What follows belongs to an exercise in optimizing a design on an open flow for a short achievable clock period and few clock cycles; a production flow would make more cautious choices.
No run shown here included a check of the RTL's function; only the layout flow was run.
Power figures rest on the tool's default switching activity, not on a simulated workload.

==> design/flow/design.v <==
module Regs(
    input clk,
    input [4:0] Rs1_addr,
    input [4:0] Rs2_addr,
    input [4:0] Wt_addr,
    input [31:0] Wt_data,
    input RegWrite,
    output [31:0] Rs1_data,
    output [31:0] Rs2_data
    );
    reg [31:0] r [1:31];
    assign Rs1_data = (Rs1_addr == 5'd0) ? 32'b0 : r[Rs1_addr];
    assign Rs2_data = (Rs2_addr == 5'd0) ? 32'b0 : r[Rs2_addr];
    always @(posedge clk) begin
        if (RegWrite && Wt_addr != 5'd0)
            r[Wt_addr] <= Wt_data;
    end
endmodule
`timescale 1ns / 1ps
module SCPU(
    input clk,
    input rst,
    input [31:0] inst_in,
    input [31:0] Data_in,
    output [3:0] RAM_mask,
    output [31:0] Data_out,
    output [31:0] Addr_out,
    output        MemWrite,
    output [31:0] PC_out
    );
reg  [31:0] PC;
reg         d_valid, d_bp;
reg  [31:0] d_inst, d_pc;
reg  [3:0]  bt_v;
reg  [1:0]  bt_ptr;
reg  [31:2] bt_pc [0:3];
reg  [31:2] bt_tg [0:3];
reg         e_kill;                      
reg  [31:0] e_rs1v, e_rs2v, e_imm, e_kval, e_altpc;
reg  [4:0]  e_rd;
reg  [1:0]  e_w;
reg         e_we, e_load, e_store, e_bimm, e_lu, e_kn, e_skip1, e_jalr;
reg         e_fa_m, e_fa_w, e_fb_m, e_fb_w;
reg         s_add, s_sub, s_sll, s_sr, s_sra, s_slt, s_sltu, s_xor, s_or, s_and, s_k;
reg  [8:0]  f_eq, f_ne, f_lt, f_ge, f_ltu, f_geu;    
reg  [31:0] m_res;
reg  [4:0]  m_rd;
reg         m_we, m_load;
reg  [2:0]  m_f3;
reg         m_store;
reg  [31:0] m_sdata;
reg  [3:0]  m_mask;
reg  [31:0] w_val;
reg  [4:0]  w_rd;
reg         w_we;
assign PC_out   = PC;
assign Addr_out = m_res;
assign MemWrite = m_store;
assign Data_out = m_sdata;
assign RAM_mask = m_mask;
reg [31:0] m_ld;
always @(*) begin
    case (m_f3)
        3'd0: case (m_res[1:0])
                2'd0: m_ld = {{24{Data_in[7]}},  Data_in[7:0]};
                2'd1: m_ld = {{24{Data_in[15]}}, Data_in[15:8]};
                2'd2: m_ld = {{24{Data_in[23]}}, Data_in[23:16]};
                default: m_ld = {{24{Data_in[31]}}, Data_in[31:24]};
              endcase
        3'd1: m_ld = m_res[1] ? {{16{Data_in[31]}}, Data_in[31:16]} : {{16{Data_in[15]}}, Data_in[15:0]};
        3'd4: case (m_res[1:0])
                2'd0: m_ld = {24'b0, Data_in[7:0]};
                2'd1: m_ld = {24'b0, Data_in[15:8]};
                2'd2: m_ld = {24'b0, Data_in[23:16]};
                default: m_ld = {24'b0, Data_in[31:24]};
              endcase
        3'd5: m_ld = m_res[1] ? {16'b0, Data_in[31:16]} : {16'b0, Data_in[15:0]};
        default: m_ld = Data_in;
    endcase
end
wire ex_we    = e_we & ~e_kill;
wire ex_load  = e_load & ~e_kill;
wire ex_store = e_store & ~e_kill;
wire ex_jalr  = e_jalr & ~e_kill;
wire [4:0] d_opc = d_inst[6:2];
wire [4:0] d_rs1 = d_inst[19:15];
wire [4:0] d_rs2 = d_inst[24:20];
wire [4:0] d_rd  = d_inst[11:7];
wire [2:0] d_f3  = d_inst[14:12];
wire is_lui   = d_opc == 5'b01101;
wire is_auipc = d_opc == 5'b00101;
wire is_jal   = d_opc == 5'b11011;
wire is_jalr  = d_opc == 5'b11001;
wire is_br    = d_opc == 5'b11000;
wire is_load  = d_opc == 5'b00000;
wire is_store = d_opc == 5'b01000;
wire is_opimm = d_opc == 5'b00100;
wire is_op    = d_opc == 5'b01100;
wire is_alu   = is_op | is_opimm;
wire uses1 = is_jalr | is_br | is_load | is_store | is_alu;
wire uses2 = is_br | is_store | is_op;
wire d_we  = (is_lui | is_auipc | is_jal | is_jalr | is_load | is_alu) & (d_rd != 5'd0);
wire [31:0] immI = {{20{d_inst[31]}}, d_inst[31:20]};
wire [31:0] immS = {{20{d_inst[31]}}, d_inst[31:25], d_inst[11:7]};
wire [31:0] immB = {{19{d_inst[31]}}, d_inst[31], d_inst[7], d_inst[30:25], d_inst[11:8], 1'b0};
wire [31:0] immU = {d_inst[31:12], 12'b0};
wire [31:0] immJ = {{11{d_inst[31]}}, d_inst[31], d_inst[19:12], d_inst[20], d_inst[30:21], 1'b0};
wire [31:0] d_tgt = d_pc + (is_jal ? immJ : is_auipc ? immU : immB);
wire [31:0] d_pc4 = d_pc + 32'd4;
wire [31:0] rf1, rf2;
Regs U1(
    .clk(clk),
    .Rs1_addr(d_rs1),
    .Rs2_addr(d_rs2),
    .Wt_addr(w_rd),
    .Wt_data(w_val),
    .RegWrite(w_we),
    .Rs1_data(rf1),
    .Rs2_data(rf2)
);
wire [31:0] d_rs1v = (w_we && w_rd == d_rs1) ? w_val : rf1;
wire [31:0] d_rs2v = (w_we && w_rd == d_rs2) ? w_val : rf2;
wire stall = d_valid & ex_load &
             ((uses1 & e_rd == d_rs1) | (uses2 & e_rd == d_rs2));
wire d_pred = is_br & d_inst[31];
wire fa_m = ex_we & (e_rd == d_rs1);
wire fa_w = m_we & (m_rd == d_rs1);
wire fb_m = ex_we & (e_rd == d_rs2);
wire fb_w = m_we & (m_rd == d_rs2);
wire want_br = is_jal | d_pred;
wire jf_ok = is_jalr & ((fa_m & e_kn) | (~fa_m & fa_w & ~m_load));
wire [31:0] jf_sum = (fa_m ? e_kval : m_res) + immI;
wire want = want_br | jf_ok;
wire [31:0] id_target = jf_ok ? {jf_sum[31:1], 1'b0} : want_br ? d_tgt : d_pc4;
wire id_go  = d_valid & ~stall & (d_bp ? ~want_br : want);
wire bt_ins = d_valid & ~stall & ~d_bp & want_br;
reg         bt_hit;
reg  [31:2] bt_tgt;
integer bi;
always @(*) begin
    bt_hit = 1'b0;
    bt_tgt = 30'b0;
    for (bi = 0; bi < 4; bi = bi + 1)
        if (bt_v[bi] && bt_pc[bi] == PC[31:2]) begin
            bt_hit = 1'b1;
            bt_tgt = bt_tgt | bt_tg[bi];
        end
end
wire [31:0] i_next = bt_hit ? {bt_tgt, 2'b00} : PC + 32'd4;
wire [31:0] ea = e_fa_m ? m_res : e_fa_w ? w_val : e_rs1v;
wire [31:0] eb = e_fb_m ? m_res : e_fb_w ? w_val : e_rs2v;
wire [31:0] bop = e_bimm ? e_imm : eb;
wire [31:0] sum  = ea + bop;
wire [31:0] dif  = ea - eb;
wire        slt  = $signed(ea) < $signed(bop);
wire        sltu = ea < bop;
wire [31:0] sll  = ea << bop[4:0];
wire [32:0] sra_in = {s_sra & ea[31], ea};
wire [32:0] sr33 = $signed(sra_in) >>> bop[4:0];
wire [31:0] srx  = sr33[31:0];
wire [31:0] alu = ({32{s_add}}  & sum)
                | ({32{s_sub}}  & dif)
                | ({32{s_sll}}  & sll)
                | ({32{s_sr}}   & srx)
                | ({32{s_xor}}  & (ea ^ bop))
                | ({32{s_or}}   & (ea | bop))
                | ({32{s_and}}  & (ea & bop))
                | ({32{s_k}}    & e_kval)
                | {31'b0, (s_slt & slt) | (s_sltu & sltu)};
wire [31:0] av [0:2];
wire [31:0] bv [0:2];
assign av[0] = e_rs1v; assign av[1] = m_res; assign av[2] = w_val;
assign bv[0] = e_rs2v; assign bv[1] = m_res; assign bv[2] = w_val;
wire [8:0] p_eq, p_lt, p_ltu;
genvar gi, gj;
generate
    for (gi = 0; gi < 3; gi = gi + 1) begin : ga
        for (gj = 0; gj < 3; gj = gj + 1) begin : gb
            assign p_eq[gi*3+gj]  = av[gi] == bv[gj];
            assign p_lt[gi*3+gj]  = $signed(av[gi]) < $signed(bv[gj]);
            assign p_ltu[gi*3+gj] = av[gi] < bv[gj];
        end
    end
endgenerate
wire x_cond = ~e_kill & (|((f_eq & p_eq) | (f_ne & ~p_eq) | (f_lt & p_lt) |
                           (f_ge & ~p_lt) | (f_ltu & p_ltu) | (f_geu & ~p_ltu)));
wire skip_ok = e_skip1 & d_valid & ~d_bp;
wire [31:0] jt = ea + e_imm;
wire x_squash    = x_cond & skip_ok;
wire x_redirect  = (x_cond & ~skip_ok) | ex_jalr;
wire id_redirect = id_go & ~x_cond & ~ex_jalr;
wire [31:0] sdata = (e_w == 2'd0) ? {4{eb[7:0]}} :
                    (e_w == 2'd1) ? {2{eb[15:0]}} : eb;
wire [3:0]  smask = (e_w == 2'd0) ? (4'b0001 << sum[1:0]) :
                    (e_w == 2'd1) ? (sum[1] ? 4'b1100 : 4'b0011) : 4'b1111;
wire [31:0] pc_nc = ex_jalr ? {jt[31:1], 1'b0} :
                    stall   ? PC :
                    id_go   ? id_target : i_next;
wire        dv_nc = ~ex_jalr & (stall ? d_valid : ~id_go);
wire [31:0] pc_c  = skip_ok ? i_next : e_altpc;
wire [31:0] pc_next = x_cond ? pc_c : pc_nc;
wire [2:0] bf = d_pred ? {d_f3[2:1], ~d_f3[0]} : d_f3;    
wire       v_in = d_valid & ~stall;
wire       vb = v_in & is_br;
wire [2:0] sa = {fa_w & ~fa_m, fa_m, ~fa_m & ~fa_w};     
wire [2:0] sb = {fb_w & ~fb_m, fb_m, ~fb_m & ~fb_w};
wire [8:0] pair = {sa[2] & sb[2], sa[2] & sb[1], sa[2] & sb[0],
                   sa[1] & sb[2], sa[1] & sb[1], sa[1] & sb[0],
                   sa[0] & sb[2], sa[0] & sb[1], sa[0] & sb[0]};
wire       alu_add = (is_alu & d_f3 == 3'd0 & ~(is_op & d_inst[30])) | is_load | is_store;
always @(posedge clk or posedge rst) begin
    if (rst) begin
        PC      <= 32'b0;
        d_valid <= 1'b0;
        bt_v    <= 4'b0;
        bt_ptr  <= 2'b0;
        e_kill  <= 1'b0;
        e_we    <= 1'b0;
        e_load  <= 1'b0;
        e_store <= 1'b0;
        e_jalr  <= 1'b0;
        f_eq    <= 9'b0;
        f_ne    <= 9'b0;
        f_lt    <= 9'b0;
        f_ge    <= 9'b0;
        f_ltu   <= 9'b0;
        f_geu   <= 9'b0;
        m_store <= 1'b0;
        m_we    <= 1'b0;
        w_we    <= 1'b0;
    end else begin
        PC      <= pc_next;
        if (bt_ins & ~x_cond & ~ex_jalr) begin
            bt_v[bt_ptr] <= 1'b1;
            bt_ptr <= bt_ptr + 2'd1;
        end
        d_valid <= x_cond ? skip_ok : dv_nc;
        e_kill  <= x_cond | ex_jalr;
        e_we    <= v_in & d_we;
        e_load  <= v_in & is_load;
        e_store <= v_in & is_store;
        e_jalr  <= v_in & is_jalr & ~jf_ok & ~d_bp;
        f_eq    <= {9{vb & (bf == 3'd0)}} & pair;
        f_ne    <= {9{vb & (bf == 3'd1)}} & pair;
        f_lt    <= {9{vb & (bf == 3'd4)}} & pair;
        f_ge    <= {9{vb & (bf == 3'd5)}} & pair;
        f_ltu   <= {9{vb & (bf == 3'd6)}} & pair;
        f_geu   <= {9{vb & (bf == 3'd7)}} & pair;
        m_we    <= ex_we;
        m_store <= ex_store;
        w_we    <= m_we;
    end
end
always @(posedge clk) begin
    if (!stall) begin
        d_inst <= inst_in;
        d_pc   <= PC;
        d_bp   <= bt_hit;
    end
    if (bt_ins) begin
        bt_pc[bt_ptr] <= d_pc[31:2];
        bt_tg[bt_ptr] <= d_tgt[31:2];
    end
    e_rs1v  <= d_rs1v;
    e_rs2v  <= d_rs2v;
    e_imm   <= is_store ? immS : immI;
    e_kval  <= is_lui ? immU : is_auipc ? d_tgt : d_pc4;
    e_altpc <= (is_br & ~d_inst[31]) ? d_tgt : d_pc4;
    e_rd    <= d_rd;
    e_w     <= d_f3[1:0];
    e_lu    <= d_f3[2];
    e_bimm  <= ~(is_op | is_br);
    e_fa_m  <= fa_m;
    e_fa_w  <= fa_w;
    e_fb_m  <= fb_m;
    e_fb_w  <= fb_w;
    s_add   <= alu_add;
    s_sub   <= is_op & d_f3 == 3'd0 & d_inst[30];
    s_sll   <= is_alu & d_f3 == 3'd1;
    s_slt   <= is_alu & d_f3 == 3'd2;
    s_sltu  <= is_alu & d_f3 == 3'd3;
    s_xor   <= is_alu & d_f3 == 3'd4;
    s_sr    <= is_alu & d_f3 == 3'd5;
    s_sra   <= d_inst[30];
    s_or    <= is_alu & d_f3 == 3'd6;
    s_and   <= is_alu & d_f3 == 3'd7;
    s_k     <= is_lui | is_auipc | is_jal | is_jalr;
    e_kn    <= is_lui | is_auipc | is_jal | is_jalr;
    e_skip1 <= is_br & (immB == 32'd8);
    m_res   <= alu;
    m_rd    <= e_rd;
    m_load  <= e_load;
    m_f3    <= {e_lu, e_w};
    m_sdata <= sdata;
    m_mask  <= smask;
    w_val   <= m_load ? m_ld : m_res;
    w_rd    <= m_rd;
end
endmodule
==> design/flow/flow/run.sh <==
#!/bin/bash
# Standard ORFS flow; timing repair aims for slack MARGIN ns beyond the clock period
set -euo pipefail
MARGIN=${MARGIN:-11}
bash standard.sh SETUP_SLACK_MARGIN=$MARGIN finish > flow_make.log 2>&1
==> design/flow/standard.sh <==
#!/bin/bash
# synth_recipe.tcl (not shown) runs the flow's synth.tcl, then flattens the netlist and writes it again
# the make line also repeats each setting of config.mk as NAME=value (left out here)
make -C /OpenROAD-flow-scripts/flow DESIGN_CONFIG=/design/flow/config.mk WORK_HOME=/design/flow/orfs CLKGATE_MAP_FILE= SYNTH_SCRIPT=/design/flow/synth_recipe.tcl "${@:-finish}"
==> design/flow/config.mk <==
export PLATFORM = sky130hd
export DESIGN_NAME = SCPU
export DESIGN_NICKNAME = SCPU
export VERILOG_FILES = /design/flow/design.v
export SDC_FILE = /design/flow/constraint.sdc
export NUM_CORES = 8
export LEC_CHECK = 0
export ABC_CLOCK_PERIOD_IN_PS = 4000
export CAP_MARGIN = 20
export CORE_MARGIN = 2
export CORE_UTILIZATION = 60
export PLACE_DENSITY = 0.72
export SETUP_SLACK_MARGIN = 5
export SLEW_MARGIN = 20
==> design/flow/constraint.sdc <==
create_clock -name core_clock -period 15.0 [get_ports {clk}]
set_input_delay 3.0000 -clock core_clock [delete_from_list [all_inputs] [get_ports {clk}]]
set_output_delay 3.0000 -clock core_clock [all_outputs]
set_load 0.01 [all_outputs]
==> out/results.ini, run 1 <==
[status]
status=timing/DRC/antenna clean

[placed_design]
place_hpwl_um=225500
port_buffers=164
place_area_mm2=0.09828
gp_congestion=1.017

[route]
ant_nets=0
drt-wirelength-per-cell_um=36.36
drcViolationCount=0
wl_met1_um=125800
routed_wl_um=376600
route.met3.wl_um=53450
detailedRoute.firstIterationViolations=11000
vias=74940
vias_per_cell=7.236
dr.max_layer_used=met5
met2_length_um=160500
dr.pass1.iters=7

[floorplanning]
io_pins=167
core_mm2=0.1546
rows=144
die_w_um=399.0
initial_utilization=0.6057
dieArea_mm2=0.1592
fp.dieH_um=399.0

[synth]
synthAdderAreaFrac=0.06160
synth_mux_area_frac=0.1741
synth_top_family_by_area=multiplexers
synth_nets=8092
synth_compound_area_frac=0.1190
yosysSeqAreaShare=0.5023
synth-async-reset-ratio=0.05662
yosys.area_share.simple=0.08270
synth-edff-count=1295
synth_common_cells=1295 x edfxtp_1, 564 x nand2_1, 548 x mux4_2, 520 x nor2_1, 488 x a21oi_1
synthDominantCellAreaShare=0.4153
yosys_warnings=2
synth_top_area_cell=edfxtp_1
yosysMostFrequentCell=edfxtp_1
synth-seq-cells=1678
syn_inst=7568
synth_area_leaders=edfxtp_1 42%, mux4_2 13%, dfxtp_1 6.2%
synth-main-ff-cell=edfxtp_1
synth_xor_area_frac=0.03031
ys_types=89
synth.avg_cell_area_um2=12.37
netlist_area_mm2=0.09363

[global_routing]
grt_pass1_wl_um=524800
overflow=0
first_global_vias=72230
grt_max_degree=126
grt_usage=0.4692
antenna_found_initial=37

[sta]
drv_slew=0
tightest_slew_ns=1.257
rsz0062_at_grt=true
fmax_mhz=208.5
slew_headroom=0.1622
finalSetupViolCount=0
finalHoldViolCount=0
period_minus_slack_ns=4.796
fin_tns_setup_ns=0
finalCritPeriodShare=0.3197
skew_ns=0.06661

[final_layout]
drive_gt1_frac=0.2750
design_area_mm2=0.1128
fillers=10050
area_growth_pct=20.42
fin_nets=8662

[setup_path]
crit_path_end_kind=flop
cp_max_fo=7
worstPathRequired_ns=15.71
critical_path_class=flop to flop
start_kind=flop
cp_data_arrival_time_ns=5.50

[clock_tree]
clock-sinks=1678
clk_pin_slew_ns=0.07
clk_path_buf_depth=3
clock_latency_ns=0.86
root_buffer=clkbuf_16
h-tree-depth=4
cts_tree=done
numCtsBuffers=173

[pwr]
leakage_nw=41.47
p_per_area_mw_per_mm2=141.0
worst_ir_drop_vdd_v=0.0001453

[hold_path]
hp-class=flop to flop

[flow_run]
maxCapViolCount=0

[per-stage QoR]
step / total power [mW] / hold slack [ns] / std cells / util / setup WS, ns
finish: 15.90 / 0.3534 / 10360 / 0.7294 / 10.20
detailed placement: 9.903 / 0.3254 / 9508 / 0.6357 / 8.956
floorplan: 8.288 / 0.3096 / 7568 / - / 10.44
CTS: 15.26 / 0.3444 / 10240 / 0.7162 / 10.23
global route: 16.25 / 0.3570 / 10330 / 0.7290 / 10.21
global placement: 9.846 / 0.3148 / 9508 / 0.6357 / 8.970
[final cells by class]
class / instances / area, um^2 / share of cell area
clock buffers: 213 / 4604 / 0.04084
multi-input cells: 5148 / 46890 / 0.4159
flip-flops and latches: 1678 / 47350 / 0.4199
well taps: 2044 / 2557 / 0.02268
clock inverters: 107 / 1237 / 0.01097
inverters: 277 / 1206 / 0.01070
diodes: 29 / 72.57 / 0.0006436
repair inverters: 2 / 17.52 / 0.0001554
repair buffers: 858 / 8816 / 0.07819
[worst max-delay path, cell delays in order (launching register included)]
cell	delay, ns
dfxtp_4	0.36
buf_12	0.13
mux2_4	0.32
mux2i_4	0.18
buf_12	0.16
o21a_4	0.14
buf_12	0.14
ha_4	0.20
a21o_1	0.16
a21o_1	0.20
a2111oi_4	0.38
o32ai_4	0.15
a311o_1	0.36
a31o_4	0.26
a22oi_2	0.23
o221ai_2	0.16
o41a_1	0.44
buf_4	0.16
xnor2_2	0.14
a221o_1	0.38
[layout by cell type, fill, tap and decap left out, drive strengths merged, types with 164 or more instances in the layout]
cell type  instances
edfxtp          1295
nor2             520
dfxtp            288
buf              780
a21oi            488
nand2            564
xnor2            244
inv              249
ha               453
mux2i            359
clkbuf           219
o21ai            384
mux4             548
a211oi           164
[cells by family after synthesis]
| family | count (synthesis) |
|---|---|
| DFF | 1678 |
| xor gates and xnor gates | 324 |
| muxes | 939 |
| and+or+nand+nor | 1690 |
| buffers and inverters | 744 |
| adders and majority gates | 458 |
| AOI/OAI and AO/OA | 1735 |
[worst paths after layout]
path | from | to | slack (ns) | depth (start not counted)
max reg2reg | e_fb_w | m_res[29] | 10.20 | 19
min | e_lu | m_f3[2] | 0.35 | 0
min reg2reg | e_lu | m_f3[2] | 0.35 | 0
max in group asynchronous | rst | PC[2] | 11.19 | 4
min in group asynchronous | rst | bt_ptr[1] | 2.74 | 3
max | e_fb_w | m_res[29] | 10.20 | 19
[registers in the layout (all words and copies together) (netlist names), 7 cells and up, named ones only]
signal,flops
f_lt,7
d_pc,32
d_inst,30
f_ne,7
f_eq,9
bt_tg,120
m_res,32
e_kval,32
bt_pc,120
f_ltu,7
m_sdata,32
e_altpc,32
e_imm,12
e_rs1v,32
U1.r,992
f_ge,9
PC,32
f_geu,9
w_val,32
e_rs2v,32
[power breakdown]
| part | total [mW] | leakage [nW] | internal [mW] | switching [mW] |
|---|---|---|---|---|
| registers | 6.01 | 15.6 | 5.51 | 0.499 |
| clock network | 4.49 | 2.84 | 2.53 | 1.95 |
| logic | 5.41 | 23.0 | 2.18 | 3.23 |
| total | 15.9 | 41.5 | 10.2 | 5.69 |
[metal layers]
metal	track usage	up-vias
li1	-	30460
met1	0.5782	36430
met2	0.6780	6213
met3	0.1663	1802
met4	0.3604	36
met5	0	-
[timing repair]
action,in CTS,in global routing
endpoints found under the hold margin,0,0
endpoints found under the setup margin,634,532
gates resized for setup,1164,279
gates cloned,23,4
hold buffers,0,0
setup buffers,384,87
pin swaps,137,106
==> inputs of run 2 (changes only) <==
==> design/flow/flow/run.sh (replaced) <==
#!/bin/bash
# Standard ORFS flow, with two changes to how it optimises timing:
#  * adders are left to ABC as plain logic instead of the library's half/full
#    adder cells (ADDER_MAP_FILE empty), which gives shallower carry logic;
#  * timing repair aims for slack MARGIN ns beyond the clock period.
set -euo pipefail
MARGIN=${MARGIN:-11}
bash standard.sh SETUP_SLACK_MARGIN=$MARGIN ADDER_MAP_FILE= finish > flow_make.log 2>&1
==> run 2 against run 1 <==
Area after synthesis fell by 0.50%. Combinational power fell by 5.9%. Clock skew fell by 0.0023 ns. Largest power group unchanged. Clock power about the same.
==> out/results.ini, run 2 <==
[status]
status=timing/DRC/antenna clean

[route]
drt-wirelength-per-cell_um=36.38  ; about the same
dr.pass1.iters=9  ; +2
vias=76580  ; +2.2%
detailedRoute.firstIterationViolations=13430  ; +22%
routed_wl_um=378100  ; +0.42%
ant_nets=0  ; unchanged
drcViolationCount=0  ; unchanged
vias_per_cell=7.367  ; +1.8%

[final_layout]
fin_nets=8257  ; -4.7%
mostFrequentLayoutCells=1295 x edfxtp_1, 625 x nand2_1, 562 x nor2_1, 560 x mux4_2, 469 x buf_4
largest_reg_flops=992  ; unchanged
reg_top3=U1.r x992, bt_pc x120, bt_tg x120
drive_gt1_frac=0.2776  ; +0.002544
final_common_cell=edfxtp_1
largest-register=U1.r
area_growth_pct=19.87

[setup_path]
r2r_end=PC[9]
start_kind=flop
cp_cell_sequence=buf_12, buf_16, mux2i_4, buf_4, o21a_4, maj3_2, o21ai_4, maj3_2, buf_4, buf_4, o21ai_0, nand2_1, a41o_1, maj3_1, xnor2_1, o21ai_0, a211oi_4, a21oi_2
worstPathRequired_ns=15.71  ; about the same
critPathMostFrequentCell=buf_4
cpPeakStageDelay_ns=0.74  ; +0.30 ns
crit_path_end_kind=flop
critPathSlowestCell=xnor2_1
rrSetupSlack_ns=10.28  ; +0.08 ns
cp_data_arrival_time_ns=5.43  ; -0.07 ns
reg2regPathDepth=18  ; -1
cp_max_fo=7  ; unchanged
r2r_start=e_fa_w
critical_path_class=flop to flop

[sta]
fmax_mhz=212.0  ; +1.7%
rsz0062_at_grt=true
fin_tns_setup_ns=0  ; unchanged
period_minus_slack_ns=4.716  ; -0.07980 ns
drv_slew=0  ; unchanged
finalHoldViolCount=0  ; unchanged
finalCritPeriodShare=0.3144  ; -0.005320
tightest_slew_ns=1.369  ; +0.1128 ns
slew_headroom=0.08365  ; -0.07856
skew_ns=0.06433  ; -0.002286 ns
finalSetupViolCount=0  ; unchanged

[hold_path]
hold_depth=0  ; unchanged
min_to=m_rd[1]
hp-class=flop to flop
min_from=e_rd[1]

[synth]
synth-main-ff-cell=edfxtp_1
synthDominantCellAreaShare=0.4174  ; +0.002080
ys_types=110  ; +24%
synth-seq-cells=1678  ; unchanged
yosys_warnings=2  ; unchanged
synth_common_cells=1295 x edfxtp_1, 640 x nand2_1, 618 x nor2_1, 560 x mux4_2, 495 x a21oi_1
synth_area_leaders=edfxtp_1 42%, mux4_2 14%, dfxtp_1 6.2%
syn_inst=7839  ; +3.6%
synth.avg_cell_area_um2=11.89  ; -3.9%
synth-edff-count=1295  ; unchanged
yosysSeqAreaShare=0.5048  ; +0.002516
yosysMostFrequentCell=edfxtp_1
synth_top_area_cell=edfxtp_1
synth_nets=7905  ; -2.3%
netlist_area_mm2=0.09317  ; -0.50%
synth-async-reset-ratio=0.05662  ; unchanged

[clock_tree]
clk_path_buf_depth=3  ; unchanged
clock-sinks=1678  ; unchanged
h-tree-depth=4  ; unchanged
cts_tree=done
numCtsBuffers=176  ; +1.7%
clk_pin_slew_ns=0.06  ; about the same
clock_latency_ns=0.86  ; about the same
root_buffer=clkbuf_16

[floorplanning]
io_pins=167  ; unchanged
die_w_um=398.1  ; -0.25%
fp.dieH_um=398.1  ; -0.25%
core_mm2=0.1540  ; -0.35%
initial_utilization=0.6048  ; -0.0009043
rows=144  ; unchanged
dieArea_mm2=0.1584  ; -0.49%

[placed_design]
port_buffers=164  ; unchanged
gp_congestion=1.047  ; +2.9%
place_hpwl_um=219200  ; -2.8%

[global_routing]
overflow=0  ; unchanged
grt_max_degree=151  ; +20%
first_global_vias=72720  ; +0.67%
grt_usage=0.4650  ; -0.004237
grt_pass1_wl_um=523400  ; -0.27%
antenna_found_initial=24  ; -35%

[pwr]
leakage_nw=38.49  ; -7.2%
p_per_area_mw_per_mm2=141.0  ; about the same
worst_ir_drop_vdd_v=0.0001237  ; -15%
power_mw=15.75  ; -0.99%

[flow_run]
maxCapViolCount=0  ; unchanged

[run 2: report_power, final]
group	switching (mW)	leakage [nW]	internal, mW	total [mW]
Clock	1.97	2.83	2.49	4.46
Sequential	0.641	15.6	5.55	6.20
Combinational	3.05	20.0	2.04	5.09
[run 2: worst max-delay path by stage]
stage | to | slack, ns | depth (start not counted) | from
finish | PC[9] | 10.28 | 18 | e_fa_w
global route | PC[31] | 10.23 | 20 | d_inst[4]
CTS | PC_out[17] | 10.45 | 1 | PC[17]
detailed placement | PC[28] | 8.45 | 18 | d_inst[17]
global placement | PC[28] | 8.53 | 18 | d_inst[17]
floorplan | w_val[21] | 10.66 | 6 | Data_in[31]
[run 2: cells by family after synthesis]
family,Yosys count,synth area share
compound gates,1775,0.1209
xor+xnor,600,0.05640
fa+ha+maj,148,0.01595
buf+inv,805,0.03411
flops,1678,0.5048
mux,891,0.1718
simple gates,1942,0.09600
[run 2: layout make-up]
cell class,instances,area [um^2]
inverters,148,609.3
fillers,10070,42370
multi-input cells,5358,46360
repair buffers,828,8885
clock buffers,238,4862
clock inverters,93,973.4
repair inverters,1,8.758
well taps,2044,2557
diodes,7,17.52
flip-flops and latches,1678,47400
[run 2: through the flow]
| stage | instances | instance area, um^2 | worst slack, ns | utilization | hold WS, ns |
|---|---|---|---|---|---|
| after floorplan | 7839 | 93430 | 10.66 | - | 0.3096 |
| after global placement | 9580 | 96890 | 8.529 | 0.6289 | 0.3839 |
| after detailed placement | 9580 | 96890 | 8.452 | 0.6289 | 0.3851 |
| after CTS | 10270 | 109200 | 10.45 | 0.7086 | 0.3693 |
| after global routing | 10390 | 111700 | 10.23 | 0.7249 | 0.3976 |
| final | 10400 | 111700 | 10.28 | 0.7249 | 0.3885 |
[run 2: repair_timing]
item                                     CTS  global route
endpoints found under the setup margin   642           438
setup buffers                            323           118
resized for setup                       1193           300
cloned                                    32             4
pin swaps                                135           148
hold buffers                               0             0
[run 2: metal layers]
metal / wire, um / track usage / up-vias
met5: 139 / 0 / -
met4: 37520 / 0.3555 / 22
met3: 59140 / 0.1622 / 1885
met2: 158900 / 0.6650 / 6957
met1: 122500 / 0.5814 / 37060
li1: - / - / 30650
[run 2: critical path, delay by kind of cell, from the launching register on]
kind,cells,cell delay (ns)
simple gates,1,0.12
compound gates,7,1.27
mux,1,0.39
fa+ha+maj,3,0.94
xor+xnor,1,0.74
flops,1,0.40
buf+inv,5,0.73
==> inputs of run 3 (changes only) <==
--- a/design/flow/design.v
+++ b/design/flow/design.v
@@ -31,10 +31,6 @@
 reg  [31:0] PC;
 reg         d_valid, d_bp;
 reg  [31:0] d_inst, d_pc;
-reg  [3:0]  bt_v;
-reg  [1:0]  bt_ptr;
-reg  [31:2] bt_pc [0:3];
-reg  [31:2] bt_tg [0:3];
 reg         e_kill;                      
 reg  [31:0] e_rs1v, e_rs2v, e_imm, e_kval, e_altpc;
 reg  [4:0]  e_rd;
@@ -104,8 +100,7 @@
 wire [31:0] immS = {{20{d_inst[31]}}, d_inst[31:25], d_inst[11:7]};
 wire [31:0] immB = {{19{d_inst[31]}}, d_inst[31], d_inst[7], d_inst[30:25], d_inst[11:8], 1'b0};
 wire [31:0] immU = {d_inst[31:12], 12'b0};
-wire [31:0] immJ = {{11{d_inst[31]}}, d_inst[31], d_inst[19:12], d_inst[20], d_inst[30:21], 1'b0};
-wire [31:0] d_tgt = d_pc + (is_jal ? immJ : is_auipc ? immU : immB);
+wire [31:0] d_tgt = d_pc + (is_auipc ? immU : immB);
 wire [31:0] d_pc4 = d_pc + 32'd4;
 wire [31:0] rf1, rf2;
 Regs U1(
@@ -127,26 +122,41 @@
 wire fa_w = m_we & (m_rd == d_rs1);
 wire fb_m = ex_we & (e_rd == d_rs2);
 wire fb_w = m_we & (m_rd == d_rs2);
-wire want_br = is_jal | d_pred;
 wire jf_ok = is_jalr & ((fa_m & e_kn) | (~fa_m & fa_w & ~m_load));
 wire [31:0] jf_sum = (fa_m ? e_kval : m_res) + immI;
-wire want = want_br | jf_ok;
-wire [31:0] id_target = jf_ok ? {jf_sum[31:1], 1'b0} : want_br ? d_tgt : d_pc4;
-wire id_go  = d_valid & ~stall & (d_bp ? ~want_br : want);
-wire bt_ins = d_valid & ~stall & ~d_bp & want_br;
-reg         bt_hit;
-reg  [31:2] bt_tgt;
-integer bi;
-always @(*) begin
-    bt_hit = 1'b0;
-    bt_tgt = 30'b0;
-    for (bi = 0; bi < 4; bi = bi + 1)
-        if (bt_v[bi] && bt_pc[bi] == PC[31:2]) begin
-            bt_hit = 1'b1;
-            bt_tgt = bt_tgt | bt_tg[bi];
-        end
-end
-wire [31:0] i_next = bt_hit ? {bt_tgt, 2'b00} : PC + 32'd4;
+wire id_go = d_valid & ~stall & jf_ok & ~d_bp;
+wire [18:0] pc_h13  = PC[31:13];
+wire [18:0] pc_h13p = PC[31:13] + 19'd1;
+wire [18:0] pc_h13m = PC[31:13] - 19'd1;
+wire [10:0] pc_h21  = PC[31:21];
+wire [10:0] pc_h21p = PC[31:21] + 11'd1;
+wire [10:0] pc_h21m = PC[31:21] - 11'd1;
+wire i_jal = inst_in[6:0] == 7'b1101111;
+wire i_bbr = (inst_in[6:0] == 7'b1100011) & inst_in[31];
+wire [12:0] i_ob = {inst_in[31], inst_in[7], inst_in[30:25], inst_in[11:8], 1'b0};
+wire [20:0] i_oj = {inst_in[31], inst_in[19:12], inst_in[20], inst_in[30:21], 1'b0};
+wire [13:0] i_lb = {1'b0, PC[12:0]} + {1'b0, i_ob};
+wire [21:0] i_lj = {1'b0, PC[20:0]} + {1'b0, i_oj};
+wire [18:0] i_hb = inst_in[31] ? (i_lb[13] ? pc_h13 : pc_h13m) : (i_lb[13] ? pc_h13p : pc_h13);
+wire [10:0] i_hj = inst_in[31] ? (i_lj[21] ? pc_h21 : pc_h21m) : (i_lj[21] ? pc_h21p : pc_h21);
+wire [31:0] i_tj = {i_hj, i_lj[20:0]};
+wire [31:0] i_tb = {i_hb, i_lb[12:0]};
+wire        i_pred_nf = i_jal | i_bbr;
+wire [31:0] i_next_nf = i_jal ? i_tj : i_bbr ? i_tb : PC + 32'd4;
+wire        i_jalr = inst_in[6:0] == 7'b1100111;
+wire [19:0] d_kvb  = is_auipc ? d_pc[31:12] : 20'd0;
+wire [11:0] d_kvl  = is_auipc ? d_pc[11:0] : 12'd0;
+wire [19:0] d_kvh  = d_kvb + d_inst[31:12];
+wire [20:0] d_kvp2 = {d_kvb, 1'b1} + {d_inst[31:12], 1'b1};
+wire [19:0] d_kvhp = d_kvp2[20:1];
+wire [19:0] d_kvhm = d_kvb + d_inst[31:12] + 20'hfffff;
+wire        i_fuse = i_jalr & d_valid & (is_auipc | is_lui) & (d_rd != 5'd0) &
+                     (d_rd == inst_in[19:15]);
+wire [12:0] i_lr   = {1'b0, d_kvl} + {1'b0, inst_in[31:20]};
+wire [19:0] i_hr   = inst_in[31] ? (i_lr[12] ? d_kvh : d_kvhm) : (i_lr[12] ? d_kvhp : d_kvh);
+wire [31:0] i_tr   = {i_hr, i_lr[11:0]};
+wire        i_pred = i_pred_nf | i_fuse;
+wire [31:0] i_next = i_fuse ? {i_tr[31:1], 1'b0} : i_next_nf;
 wire [31:0] ea = e_fa_m ? m_res : e_fa_w ? w_val : e_rs1v;
 wire [31:0] eb = e_fb_m ? m_res : e_fb_w ? w_val : e_rs2v;
 wire [31:0] bop = e_bimm ? e_imm : eb;
@@ -195,9 +205,9 @@
                     (e_w == 2'd1) ? (sum[1] ? 4'b1100 : 4'b0011) : 4'b1111;
 wire [31:0] pc_nc = ex_jalr ? {jt[31:1], 1'b0} :
                     stall   ? PC :
-                    id_go   ? id_target : i_next;
+                    id_go   ? {jf_sum[31:1], 1'b0} : i_next;
 wire        dv_nc = ~ex_jalr & (stall ? d_valid : ~id_go);
-wire [31:0] pc_c  = skip_ok ? i_next : e_altpc;
+wire [31:0] pc_c  = skip_ok ? i_next_nf : e_altpc;
 wire [31:0] pc_next = x_cond ? pc_c : pc_nc;
 wire [2:0] bf = d_pred ? {d_f3[2:1], ~d_f3[0]} : d_f3;    
 wire       v_in = d_valid & ~stall;
@@ -212,8 +222,6 @@
     if (rst) begin
         PC      <= 32'b0;
         d_valid <= 1'b0;
-        bt_v    <= 4'b0;
-        bt_ptr  <= 2'b0;
         e_kill  <= 1'b0;
         e_we    <= 1'b0;
         e_load  <= 1'b0;
@@ -230,10 +238,6 @@
         w_we    <= 1'b0;
     end else begin
         PC      <= pc_next;
-        if (bt_ins & ~x_cond & ~ex_jalr) begin
-            bt_v[bt_ptr] <= 1'b1;
-            bt_ptr <= bt_ptr + 2'd1;
-        end
         d_valid <= x_cond ? skip_ok : dv_nc;
         e_kill  <= x_cond | ex_jalr;
         e_we    <= v_in & d_we;
@@ -255,11 +259,7 @@
     if (!stall) begin
         d_inst <= inst_in;
         d_pc   <= PC;
-        d_bp   <= bt_hit;
-    end
-    if (bt_ins) begin
-        bt_pc[bt_ptr] <= d_pc[31:2];
-        bt_tg[bt_ptr] <= d_tgt[31:2];
+        d_bp   <= x_cond ? i_pred_nf : i_pred;
     end
     e_rs1v  <= d_rs1v;
     e_rs2v  <= d_rs2v;
==> design/flow/flow/run.sh (replaced) <==
#!/bin/bash
# Standard ORFS flow; timing repair aims for slack MARGIN ns beyond the clock period
set -euo pipefail
MARGIN=${MARGIN:-11}
bash standard.sh SETUP_SLACK_MARGIN=$MARGIN finish > flow_make.log 2>&1
==> run 3 against run 2 <==
Largest power group is now combinational cells. Critical path type is now input port to flop. First-iteration DRC count is 4.8% higher. Sequential share of layout area shrank 5.2 points. Clock skew increased by 0.026 ns. Worst hold slack gained 0.0055 ns.
==> out/results.ini, run 3 <==
[hold_path]
min_to=w_rd[0]
hp-class=flop to flop
min_from=m_rd[0]
hold_depth=0  ; unchanged

[synth]
synth.avg_cell_area_um2=11.58  ; -2.6%
ys_types=95  ; -14%
synth-async-reset-ratio=0.06215  ; +0.005536
synth-edff-count=1055  ; -19%
synthDominantCellAreaShare=0.3594  ; -0.05800
synth-main-ff-cell=edfxtp_1
netlist_area_mm2=0.08815  ; -5.4%
yosysSeqAreaShare=0.4501  ; -0.05473
yosysMostFrequentCell=edfxtp_1
synth_top_area_cell=edfxtp_1
synth-seq-cells=1432  ; -15%
synth_nets=8200  ; +3.7%
syn_inst=7613  ; -2.9%
synth_common_cells=1055 x edfxtp_1, 627 x nand2_1, 560 x mux4_2, 558 x nor2_1, 554 x a21oi_1
yosys_warnings=2  ; unchanged
synth_area_leaders=edfxtp_1 36%, mux4_2 14%, ha_1 7.3%

[setup_path]
path_buf_inv=3  ; -2
reg2regPathDepth=19  ; +1
cp_max_fo=4  ; -3
worstPathRequired_ns=15.72  ; about the same
cp_cell_sequence=buf_8, ha_4, inv_2, fa_2, nand2b_4, a2111oi_4, a2111o_1, o31ai_4, buf_4, a21oi_4, nor4_2, a311o_1, and3_1, o21ai_1, nand3_1, o221ai_2, a31oi_1
r2r_start=d_inst[15]
critPathSlowestCell=a311o_1
cp_data_arrival_time_ns=6.12  ; +0.69 ns
cp_num_cells=17  ; -1
r2r_end=PC[30]
rrSetupSlack_ns=9.66  ; -0.62 ns
critical_path.top_delay_family=compound AO/OA/AOI/OAI gates
critical_path_class=input port to flop
crit_start=inst_in[21]
start_kind=input port
crit_path_end_kind=flop
cpPeakStageDelay_ns=0.35  ; -0.39 ns

[placed_design]
place_hpwl_um=240200  ; +9.6%
gp_congestion=1.075  ; +2.7%
port_buffers=166  ; +1.2%

[pwr]
leakage_nw=40.13  ; +4.3%
p_per_area_mw_per_mm2=134.1  ; -4.9%
power_mw=14.37  ; -8.7%
worst_ir_drop_vdd_v=0.0001625  ; +31%

[clock_tree]
cts_tree=done
h-tree-depth=4  ; unchanged
clk_pin_slew_ns=0.07  ; about the same
clk_path_buf_depth=3  ; unchanged
root_buffer=clkbuf_16
clock_latency_ns=0.86  ; about the same
numCtsBuffers=149  ; -15%
clock-sinks=1432  ; -15%
ctsHoldBuffers=0  ; unchanged

[global_routing]
grt_pass1_wl_um=543700  ; +3.9%
grt_usage=0.5069  ; +0.04185
overflow=0  ; unchanged
antenna_found_initial=40  ; +67%
first_global_vias=73860  ; +1.6%
grt_max_degree=141  ; -6.6%

[sta]
drv_slew=0  ; unchanged
finalCritPeriodShare=0.3598  ; +0.04538
finalSetupViolCount=0  ; unchanged
period_minus_slack_ns=5.397  ; +0.6806 ns
rsz0062_at_grt=true
tightest_slew_ns=1.194  ; -0.1758 ns
fin_tns_setup_ns=0  ; unchanged
finalHoldViolCount=0  ; unchanged
skew_ns=0.09073  ; +0.02640 ns
slew_headroom=0.2042  ; +0.1206
fmax_mhz=185.3  ; -13%

[route]
drt-wirelength-per-cell_um=38.74  ; +6.5%
ant_nets=0  ; unchanged
drcViolationCount=0  ; unchanged
routed_wl_um=395400  ; +4.6%
vias=78280  ; +2.2%
dr.pass1.iters=13  ; +4
vias_per_cell=7.669  ; +4.1%
detailedRoute.firstIterationViolations=14070  ; +4.8%

[floorplanning]
initial_utilization=0.6048  ; about the same
fp.dieH_um=387.3  ; -2.7%
die_w_um=387.3  ; -2.7%
io_pins=167  ; unchanged
dieArea_mm2=0.1500  ; -5.3%
core_mm2=0.1457  ; -5.4%
rows=140  ; -2.8%

[final_layout]
largest-register=U1.r
largest_reg_flops=992  ; unchanged
final_common_cell=edfxtp_1
area_growth_pct=21.58
mostFrequentLayoutCells=1055 x edfxtp_1, 612 x nand2_1, 560 x mux4_2, 501 x nor2_1, 456 x buf_4
drive_gt1_frac=0.2875  ; +0.009964
fin_nets=8729  ; +5.7%

[status]
status=timing/DRC/antenna clean

[flow_run]
maxCapViolCount=0  ; unchanged

-- run 3: changes by cell type after synthesis, moves of 60 or more --
| cell | previous run | this run |
|---|---|---|
| nor2_1 | 618 | 558 |
| inv_1 | 139 | 271 |
| maj3_1 | 144 | 0 |
| mux2i_1 | 272 | 336 |
| a21o_1 | 25 | 132 |
| ha_1 | 0 | 511 |
| clkbuf_1 | 481 | 338 |
| edfxtp_1 | 1295 | 1055 |
| xnor2_1 | 419 | 137 |
-- run 3: timing repair --
item	CTS	global route
resized for setup	1240	428
gates cloned	29	7
pin swaps	203	226
buffers inserted	308	149
endpoints found under the setup margin	270	252
-- run 3: kinds of logic after synthesis --
group           Yosys count  share of synthesized area
xor+xnor                270                    0.02683
buf+inv                 731                    0.03147
compound gates         1849                     0.1336
mux                     917                     0.1839
fa+ha+maj               521                    0.07480
flops                  1432                     0.4501
simple gates           1893                    0.09929
-- run 3: layer usage --
layer	wire length [um]	vias up	share of wire	global-route usage
met1	128200	37610	0.32	0.6339
met5	389	-	0.00098	0
li1	-	30480	-	-
met4	35600	38	0.090	0.3344
met3	68400	2259	0.17	0.2117
met2	162900	7891	0.41	0.7212
-- run 3: worst max-delay path by stage --
stage | endpoint | slack [ns]
2_1_floorplan | PC[22] | 9.19
3_3_place_gp | PC[29] | 7.92
3_5_place_dp | PC[23] | 7.83
4_1_cts | PC[25] | 9.70
5_1_grt | PC[30] | 9.49
6_report | PC[25] | 9.60
-- run 3: where the power goes --
| part | internal, mW | switching (mW) | leakage (nW) |
|---|---|---|---|
| Clock | 2.26 | 1.82 | 2.50 |
| Combinational | 2.08 | 3.09 | 24.3 |
| Sequential | 4.63 | 0.493 | 13.4 |
-- run 3: area by class of cell --
class	instances	area (um^2)
Multi-Input combinational cell	5453	49900
Timing Repair inverter	2	17.52
Clock buffer	193	4014
Fill cell	9337	38570
Tap cell	1917	2399
Timing Repair Buffer	826	8441
Inverter	278	1194
Clock inverter	83	1215
Antenna cell	23	57.56
Sequential cell	1432	39930
-- run 3: per-stage QoR --
stage | util | hold slack, ns | instances | setup slack (ns) | area, um^2
after floorplan | - | 0.3096 | 7613 | 9.192 | 89040
after global placement | 0.6362 | 0.3821 | 9414 | 7.917 | 92720
after detailed placement | 0.6362 | 0.3791 | 9414 | 7.830 | 92720
after CTS | 0.7124 | 0.3920 | 10030 | 9.698 | 103800
after global routing | 0.7350 | 0.3988 | 10190 | 9.493 | 107100
final | 0.7353 | 0.3940 | 10210 | 9.603 | 107200

-- static timing again, ports no longer ideal --
How much do the figures lean on ideal ports? The routed layouts below were timed once more, with nothing changed but the port constraints.
Step 1 sets driving cells, clkbuf_16 on the clock port and buf_2 on the other inputs (assumed; they add their load-dependent delay and slew).
Step 2 moves the port delays by t, midway between the first and last clock arrival at a register: inputs arrive t later, outputs are due t later. That takes back most of the time a late clock gives input paths.
Three values: ideal, step 1, step 2; two values: the first two.
run | t, ns | setup slack, ns | slew at the worst register clock pin (ns)
run 1 | 0.918 | 10.204 / 10.204 / 10.168 | 0.08 / 0.08
run 2 | 0.908 | 10.284 / 10.284 / 10.135 | 0.07 / 0.07
run 3 | 0.901 | 9.603 / 9.476 / 8.574 | 0.08 / 0.08
After both steps setup and hold are still met in every run listed. For run 3, which loses most, drivers alone change the setup slack by -0.127 ns; drivers and shift together by -1.029 ns.
